This is an optimization exercise on Yosys and OpenROAD, whose aim is small area, not a production implementation. The RTL was checked by simulation tests, not by an equivalence proof against the original design. Power and IR drop assume default switching activity.

<file path="flow/run.sh">
#!/bin/bash
# synth_recipe.tcl (not shown) runs the flow's synth.tcl, then flattens the netlist and writes it again
# the make line also repeats each setting of config.mk as NAME=value (left out here)
make -C /OpenROAD-flow-scripts/flow DESIGN_CONFIG=/design/flow/config.mk WORK_HOME=/design/flow/orfs CLKGATE_MAP_FILE= SYNTH_SCRIPT=/design/flow/synth_recipe.tcl finish
</file>
<file path="flow/constraint.sdc">
create_clock -name core_clock -period 20.0 [get_ports {clk_w_i}]
set_input_delay 4.0000 -clock core_clock [delete_from_list [all_inputs] [get_ports {clk_w_i}]]
set_output_delay 4.0000 -clock core_clock [all_outputs]
set_load 0.01 [all_outputs]
</file>
<file path="flow/config.mk">
export PLATFORM = sky130hd
export DESIGN_NAME = cpe_cpu
export DESIGN_NICKNAME = cpe_cpu
export VERILOG_FILES = /design/flow/design.v
export SDC_FILE = /design/flow/constraint.sdc
export NUM_CORES = 4
export LEC_CHECK = 0
export CAP_MARGIN = 20
export CORE_MARGIN = 2
export CORE_UTILIZATION = 30
export PLACE_DENSITY = 0.45
export SLEW_MARGIN = 20
</file>
<file path="flow/design.v">
module alu (
   input  wire [31:0] a_data_w_i,
   input  wire [31:0] b_data_w_i,
   input  wire [2:0]  funct_3_w_i,
   input  wire        sub_w_i,      
   input  wire        arith_w_i,    
   input  wire        logic_w_i,    
   output wire [31:0] sum_w_o,
   output reg  [31:0] alu_res_w_o,
   output wire        eq_w_o,
   output wire        lts_w_o,
   output wire        ltu_w_o
   );
   wire [31:0] b_inv = b_data_w_i ^ {32{sub_w_i}};
   wire [32:0] sum   = {1'b0, a_data_w_i} + {1'b0, b_inv} + {32'd0, sub_w_i};
   assign sum_w_o = sum[31:0];
   assign ltu_w_o = ~sum[32];
   assign lts_w_o = (a_data_w_i[31] ^ b_data_w_i[31]) ? a_data_w_i[31] : sum[31];
   wire [31:0] x = a_data_w_i ^ b_data_w_i;
   assign eq_w_o = ~|x;
   wire        left = ~funct_3_w_i[2];
   reg  [31:0] a_rev;
   reg  [31:0] sh_rev;
   integer     i;
   always @ (*)
      for (i = 0; i < 32; i = i + 1) a_rev[i] = a_data_w_i[31-i];
   wire [31:0] sh_in  = left ? a_rev : a_data_w_i;
   wire        fill   = arith_w_i & a_data_w_i[31];
   wire [31:0] sh_out = $signed({fill, sh_in}) >>> b_data_w_i[4:0];
   always @ (*)
      for (i = 0; i < 32; i = i + 1) sh_rev[i] = sh_out[31-i];
   wire [31:0] sh = left ? sh_rev : sh_out;
   always @ (*) begin
      if (!logic_w_i)
         alu_res_w_o = sum_w_o;
      else
         case (funct_3_w_i)
            3'b000: alu_res_w_o = sum_w_o;
            3'b001: alu_res_w_o = sh;
            3'b010: alu_res_w_o = {31'd0, lts_w_o};
            3'b011: alu_res_w_o = {31'd0, ltu_w_o};
            3'b100: alu_res_w_o = x;
            3'b101: alu_res_w_o = sh;
            3'b110: alu_res_w_o = a_data_w_i | b_data_w_i;
            default: alu_res_w_o = a_data_w_i & b_data_w_i;
         endcase
   end
endmodule  
module cmp_gen (
   input  wire [2:0] funct_3_w_i,
   input  wire       eq_w_i,
   input  wire       lts_w_i,
   input  wire       ltu_w_i,
   output wire       cond_w_o
   );
   wire c = funct_3_w_i[2] ? (funct_3_w_i[1] ? ltu_w_i : lts_w_i) : eq_w_i;
   assign cond_w_o = c ^ funct_3_w_i[0];
endmodule  
module cond_branch_control (
   input  wire        branch_w_i,
   input  wire        cond_w_i,
   input  wire        jal_w_i,
   input  wire        jalr_w_i,
   input  wire [31:1] pc_plus_imm_w_i,
   input  wire [31:1] pc_plus_4_w_i,
   input  wire [31:1] jalr_target_w_i,
   output wire [31:1] next_pc_w_o
   );
   assign next_pc_w_o = jalr_w_i ? jalr_target_w_i :
                        ((branch_w_i & cond_w_i) | jal_w_i) ? pc_plus_imm_w_i :
                        pc_plus_4_w_i;
endmodule  
module control (
   input  wire [6:0] opcode_w_i,
   output wire       lui_w_o,
   output wire       auipc_w_o,
   output wire       jal_w_o,
   output wire       jalr_w_o,
   output wire       branch_w_o,
   output wire       load_w_o,
   output wire       store_w_o,
   output wire       op_imm_w_o,
   output wire       op_w_o,
   output wire       reg_write_w_o
   );
   assign lui_w_o    = (opcode_w_i == 7'b0110111);
   assign auipc_w_o  = (opcode_w_i == 7'b0010111);
   assign jal_w_o    = (opcode_w_i == 7'b1101111);
   assign jalr_w_o   = (opcode_w_i == 7'b1100111);
   assign branch_w_o = (opcode_w_i == 7'b1100011);
   assign load_w_o   = (opcode_w_i == 7'b0000011);
   assign store_w_o  = (opcode_w_i == 7'b0100011);
   assign op_imm_w_o = (opcode_w_i == 7'b0010011);
   assign op_w_o     = (opcode_w_i == 7'b0110011);
   assign reg_write_w_o = lui_w_o | auipc_w_o | jal_w_o | jalr_w_o |
                          load_w_o | op_imm_w_o | op_w_o;
endmodule  
module imm_gen (
   input  wire [31:0] instr_w_i,
   input  wire        store_w_i,
   input  wire        branch_w_i,
   input  wire        jal_w_i,
   output wire [31:0] alu_imm_w_o,
   output reg  [31:0] pc_imm_w_o
   );
   assign alu_imm_w_o = {{20{instr_w_i[31]}}, instr_w_i[31:25],
                         store_w_i ? instr_w_i[11:7] : instr_w_i[24:20]};
   always @ (*) begin
      if (branch_w_i)
         pc_imm_w_o = {{20{instr_w_i[31]}}, instr_w_i[7], instr_w_i[30:25], instr_w_i[11:8], 1'b0};
      else if (jal_w_i)
         pc_imm_w_o = {{12{instr_w_i[31]}}, instr_w_i[19:12], instr_w_i[20], instr_w_i[30:21], 1'b0};
      else
         pc_imm_w_o = {instr_w_i[31:12], 12'd0};
   end
endmodule  
module pc (
   input  wire        clk_w_i,
   input  wire        res_w_i_h,
   input  wire [31:1] pc_w_i,
   output wire [31:0] instr_w_o
   );
   reg [31:1] curr_instr_r;
   always @ (posedge clk_w_i or posedge res_w_i_h) begin
      if (res_w_i_h)
         curr_instr_r <= 31'd0;
      else
         curr_instr_r <= pc_w_i;
   end
   assign instr_w_o = {curr_instr_r, 1'b0};
endmodule  
module registers (
   input  wire        clk_w_i,
   input  wire        res_w_i_h,
   input  wire [4:0]  rd_reg_1_w_i,
   input  wire [4:0]  rd_reg_2_w_i,
   input  wire [4:0]  wr_reg_w_i,
   input  wire [31:0] wr_data_w_i,
   input  wire        reg_wr_flag_w_i,
   output reg  [31:0] rd_data_1_w_o,
   output reg  [31:0] rd_data_2_w_o
   );
   reg [31:0] register [1:31];
   reg [31:1] valid_r;
   integer    i;
   wire [31:1] wr_sel;
   wire [31:1] rd_sel_1;
   wire [31:1] rd_sel_2;
   genvar g;
   generate
      for (g = 1; g < 32; g = g + 1) begin : sel
         assign wr_sel[g]   = reg_wr_flag_w_i & (wr_reg_w_i == g);
         assign rd_sel_1[g] = valid_r[g] & (rd_reg_1_w_i == g);
         assign rd_sel_2[g] = valid_r[g] & (rd_reg_2_w_i == g);
      end
   endgenerate
   always @ (posedge clk_w_i or posedge res_w_i_h) begin
      if (res_w_i_h)
         valid_r <= 31'd0;
      else
         valid_r <= valid_r | wr_sel;
   end
   always @ (posedge clk_w_i) begin
      for (i = 1; i < 32; i = i + 1)
         if (wr_sel[i])
            register[i] <= wr_data_w_i;
   end
   always @ (*) begin
      rd_data_1_w_o = 32'd0;
      rd_data_2_w_o = 32'd0;
      for (i = 1; i < 32; i = i + 1) begin
         rd_data_1_w_o = rd_data_1_w_o | ({32{rd_sel_1[i]}} & register[i]);
         rd_data_2_w_o = rd_data_2_w_o | ({32{rd_sel_2[i]}} & register[i]);
      end
   end
endmodule  
module cpe_cpu (
   input  wire        clk_w_i,
   input  wire        res_w_i_h,
   input  wire [31:0] instr_w_i,
   input  wire [31:0] mem_data_w_i,
   output wire [31:0] mem_data_in_w_o,
   output wire [31:0] mem_addr_in_w_o,
   output wire [31:0] instr_w_o,
   output wire        mem_wr_w_o_h,
   output wire        mem_rd_w_o_h,
   output wire [1:0]  mem_wr_byte_sel_w_o,
   output wire [2:0]  mem_rd_byte_sel_w_o
   );
   wire lui, auipc, jal, jalr, branch, load, store, op_imm, op, reg_write;
   wire [2:0] f3 = instr_w_i[14:12];
   control control_0 (
      .opcode_w_i(instr_w_i[6:0]), .lui_w_o(lui), .auipc_w_o(auipc),
      .jal_w_o(jal), .jalr_w_o(jalr), .branch_w_o(branch), .load_w_o(load),
      .store_w_o(store), .op_imm_w_o(op_imm), .op_w_o(op),
      .reg_write_w_o(reg_write));
   wire [31:0] alu_imm, pc_imm;
   imm_gen imm_gen_0 (
      .instr_w_i(instr_w_i), .store_w_i(store), .branch_w_i(branch),
      .jal_w_i(jal), .alu_imm_w_o(alu_imm), .pc_imm_w_o(pc_imm));
   wire [31:0] rs1, rs2, wr_data;
   registers registers_0 (
      .clk_w_i(clk_w_i), .res_w_i_h(res_w_i_h),
      .rd_reg_1_w_i(instr_w_i[19:15]), .rd_reg_2_w_i(instr_w_i[24:20]),
      .wr_reg_w_i(instr_w_i[11:7]), .wr_data_w_i(wr_data),
      .reg_wr_flag_w_i(reg_write),
      .rd_data_1_w_o(rs1), .rd_data_2_w_o(rs2));
   wire reg_b = op | branch;
   wire [31:0] b = reg_b ? rs2 : alu_imm;
   wire sub = branch | ((op | op_imm) & ~f3[2] & f3[1]) |
              (op & instr_w_i[30] & (f3 == 3'b000));
   wire [31:0] sum, alu_res;
   wire eq, lts, ltu;
   alu alu_0 (
      .a_data_w_i(rs1), .b_data_w_i(b), .funct_3_w_i(f3), .sub_w_i(sub),
      .arith_w_i(instr_w_i[30]), .logic_w_i(op | op_imm),
      .sum_w_o(sum), .alu_res_w_o(alu_res), .eq_w_o(eq), .lts_w_o(lts),
      .ltu_w_o(ltu));
   wire cond;
   cmp_gen cmp_gen_0 (
      .funct_3_w_i(f3), .eq_w_i(eq), .lts_w_i(lts), .ltu_w_i(ltu),
      .cond_w_o(cond));
   wire [31:0] pc;
   wire [31:1] next_pc;
   wire [31:0] pc_plus_4   = pc + 32'd4;
   wire [31:0] pc_plus_imm = pc + pc_imm;
   cond_branch_control cbc_0 (
      .branch_w_i(branch), .cond_w_i(cond), .jal_w_i(jal), .jalr_w_i(jalr),
      .pc_plus_imm_w_i(pc_plus_imm[31:1]), .pc_plus_4_w_i(pc_plus_4[31:1]),
      .jalr_target_w_i(sum[31:1]), .next_pc_w_o(next_pc));
   pc pc_0 (
      .clk_w_i(clk_w_i), .res_w_i_h(res_w_i_h), .pc_w_i(next_pc),
      .instr_w_o(pc));
   assign wr_data = load ? mem_data_w_i :
                    lui ? pc_imm :
                    auipc ? pc_plus_imm :
                    (jal | jalr) ? pc_plus_4 :
                    alu_res;
   assign instr_w_o           = pc;
   assign mem_wr_w_o_h        = store;
   assign mem_rd_w_o_h        = load;
   assign mem_addr_in_w_o     = sum;
   assign mem_data_in_w_o     = rs2;
   assign mem_wr_byte_sel_w_o = instr_w_i[13:12];
   assign mem_rd_byte_sel_w_o = instr_w_i[14:12];
endmodule  
</file>
==> results.cfg <==
[run_status]
status = no timing/DRC/antenna violations

[pwr]
vdd_drop_max_v = 0.00007443
powerDensity_nw_per_um2 = 90.65
intPower_mw = 4.197
p_comb_frac = 0.166
p_clk_frac = 0.391
p_switching_mw = 1.688
leakagePower_nw = 22.60
p_seq_frac = 0.443
swShare = 0.2868

[sta]
setup_viol = 0
slew_headroom = 0.1043
worst_pin_slew_ns = 1.341
post-route-min-period_ns = 16.26
fin_tns_setup_ns = 0
rsz0062_at_grt = no
max_freq_mhz = 61.52
maxSlewViolCount = 0
hold_violations = 0
period_share = 0.8128
clock_skew_ns = 0.05383

[critical_path]
required_ns = 16.00
crit_path_end_kind = output pin
crit_fanout = 23
arrival_ns = 12.26
worstSetupPathType = in2out
r2r-start = registers_0.valid_r[10]$_DFF_PP0_
ff2ff_path_depth = 25
rr_endpoint = pc_0.curr_instr_r[27]$_DFF_PP0_
crit_start = instr_w_i[15]
cp-start-kind = primary input
reg2reg_slack_ns = 12.06
cp-endpoint = mem_addr_in_w_o[30]

[final_layout]
final_cells = 7461
final_common_cell = edfxtp_1
layout_common_cells = edfxtp_1, a22oi_1, nand2_1
fin_nets = 5057
syn_to_final_growth_pct = 16.47
nFillCells = 18280
drive_gt1_frac = 0.1300

[placed_design]
placed_cells = 7229
io_buffers = 167
gp_congestion = 0.9909
dp_hpwl_mm = 198.5

[routing]
routed_wl_mm = 324.3
ant_nets = 0
wire_per_inst_um = 43.46
drt_iter0_markers = 10680
viasPerCell = 6.828
vias = 50940
drtPass1Iterations = 9
drc_errors = 0

[die]
die_h_um = 435.1
initial_core_util = 0.3013
io_pins = 169
die-area_um2 = 189300
die_w_um = 435.1
row_count = 158
coreArea_um2 = 185000

[synth]
netlist_top_cells_area = edfxtp_1, a22oi_1, nand2_1, ha_1, dfrtp_1
ys.flop_type = edfxtp_1
syn_inst = 4756
synth_enable_flop_cells = 992
yosysUniqueCellTypes = 101
synth.avg_cell_area_um2 = 11.72
async_flop_share = 0.05882
synth-seq-cells = 1054
synth_top_cell_by_area = edfxtp_1
synth_top_area_share = 0.5344
ys_warn_count = 5
syn_area_um2 = 55750
synth_fp_nets = 4950
seq_area_frac_synth = 0.5622

[global_routing]
grt_pass1_vias = 47220
antenna_found_initial = 22
grt_usage = 0.3297
grt_pass1_wl_mm = 429.6
grt_remaining_overflow = 0
grt_max_degree = 55

[worst_hold_path]
min_path_type = reg2reg

[clock_network]
cts_root_buffer = clkbuf_16
cts.sinks = 1054
clk_path_buf_depth = 3
clk_latency_ns = 0.80
postCtsHoldBufs = 0
cts_setup_buffers = 0
cts_max_level = 3
numCtsBuffers = 112
cts_tree = yes
clkTransAtPathRegs_ns = 0.06
post_cts_resize_count = 0

[flow_run]
cap_violations = 0
-- synthesized netlist by cell type, types with 23 or more instances --
cell and count:
inv_1 121, a22oi_1 735, dfrtp_1 62, ha_1 126
nor4_1 28, a22o_1 26, mux4_2 34, a211oi_1 40
nor3_1 119, buf_2 57, and2_1 23, nand2_1 431
a31oi_1 33, xor2_1 67, nand3_1 99, xnor2_1 49
a21o_1 31, clkbuf_1 216, edfxtp_1 992, o21ai_0 88
and3_1 104, nand4_1 180, a222oi_1 64, or2_2 40
a21oi_1 158, o21a_1 32, nor2_1 198, mux2i_1 103
buf_1 67, a221oi_1 31
-- stage by stage --
stage | util | hold slack (ns) | cell area [um^2] | worst slack, ns | total power [mW]
2_1_floorplan | - | 0.5012 | 55750 | 7.076 | 3.142
3_3_place_gp | 0.3289 | 0.6362 | 60860 | 3.829 | 3.597
3_5_place_dp | 0.3290 | 0.6247 | 60880 | 4.189 | 3.597
4_1_cts | 0.3506 | 0.6398 | 64870 | 4.167 | 5.866
5_1_grt | 0.3507 | 0.6667 | 64890 | 3.806 | 6.031
6_report | 0.3509 | 0.6468 | 64930 | 3.745 | 5.885
-- kinds of logic (layout without fill, tap and decap cells) --
group / after synthesis / count (layout) / share of synthesized area
AOI/OAI and AO/OA: 1444 / 1444 / 0.1937
xor gates and xnor gates: 116 / 116 / 0.01822
adders and majority gates: 128 / 128 / 0.02900
buffers and inverters: 491 / 695 / 0.03645
DFF: 1054 / 1054 / 0.5622
muxes: 152 / 152 / 0.03526
other: 1 / 22 / 0.00006727
and+or+nand+nor: 1370 / 1370 / 0.1251
-- sequential cells by signal (all words and copies together) (netlist names) --
| name | flops |
|---|---|
| pc_0.curr_instr_r | 31 |
| registers_0.valid_r | 31 |
| registers_0.register | 992 |
-- power groups by stage --
stage	Clock (mW)	Sequential [mW]	Combinational [mW]
2_1_floorplan	0	2.63	0.509
5_1_grt	2.40	2.61	1.02
3_5_place_dp	0	2.65	0.946
4_1_cts	2.31	2.60	0.950
6_report	2.30	2.61	0.974
3_3_place_gp	0	2.65	0.946
-- worst min-delay path by stage --
stage | startpoint | end | slack [ns] | depth (start not counted)
6_report | registers_0.valid_r[29]$_DFF_PP0_ | registers_0.valid_r[29]$_DFF_PP0_ | 0.65 | 2
5_1_grt | pc_0.curr_instr_r[1]$_DFFE_PP0P_ | pc_0.curr_instr_r[1]$_DFFE_PP0P_ | 0.67 | 1
4_1_cts | registers_0.valid_r[29]$_DFF_PP0_ | registers_0.valid_r[29]$_DFF_PP0_ | 0.64 | 2
3_5_place_dp | registers_0.valid_r[29]$_DFF_PP0_ | registers_0.valid_r[29]$_DFF_PP0_ | 0.62 | 2
3_3_place_gp | registers_0.valid_r[29]$_DFF_PP0_ | registers_0.valid_r[29]$_DFF_PP0_ | 0.64 | 2
2_1_floorplan | registers_0.valid_r[13]$_DFF_PP0_ | registers_0.valid_r[13]$_DFF_PP0_ | 0.50 | 1
-- worst max-delay path, cell delays in order --
cell and delay (ns):
clkdlybuf4s50_1 1.25, nor3b_1 1.15, and3_2 0.70, buf_4 0.66
a22oi_1 0.20, nand3_1 0.15, or4_1 0.41, ha_1 0.36
o21a_1 0.14, o21ai_0 0.42, a31oi_1 0.20, o21ai_0 0.33
a31oi_1 0.17, a41o_1 0.40, a21oi_1 0.33, o21ai_0 0.15
a211o_1 0.30, nand2_1 0.18, inv_1 0.17, clkdlybuf4s50_1 0.51
-- per-layer routing --
metal | track usage | vias to the layer above | routed length (um)
li1 | - | 19290 | -
met1 | 0.4293 | 25520 | 121700
met2 | 0.4913 | 4930 | 137900
met3 | 0.09262 | 1195 | 42090
met4 | 0.1864 | 12 | 22330
met5 | 0 | - | 212
-- area by class of cell --
type	count	area, um^2	area share
timing repair buffer	356	3075	0.04737
inverter	128	483.0	0.007439
sequential	1054	31340	0.4827
clock inverter	76	1054	0.01623
multi-input combinational	3211	22880	0.3524
antenna	21	52.55	0.0008094
clock buffer	135	2942	0.04531
tap	2480	3103	0.04779

re-timing with driven ports:
How much do the figures lean on ideal ports? The routed layout below was timed once more, with nothing changed but the port constraints.
Step 1: set_driving_cell puts a clkbuf_16 on clk_w_i and a buf_2 on each other input, an assumption about the parent block.
Step 2 times the ports against the registers' clock, not the clock port: input delays grow and output delays shrink by t, the midpoint of the rising clock arrivals with the driver on.
a / b / c = ideal ports / drivers / drivers and shift; a / b = the first two.
shift t [ns]: 0.865
setup WS [ns]: 3.745 / 3.707 / 3.707
latest minus earliest clock arrival (ns): 0.054 / 0.054
cell pins on the clock port's net: 1
After both steps this run still meets setup and hold. For this run, drivers alone change the setup slack by -0.038 ns; drivers and shift together by -0.038 ns.
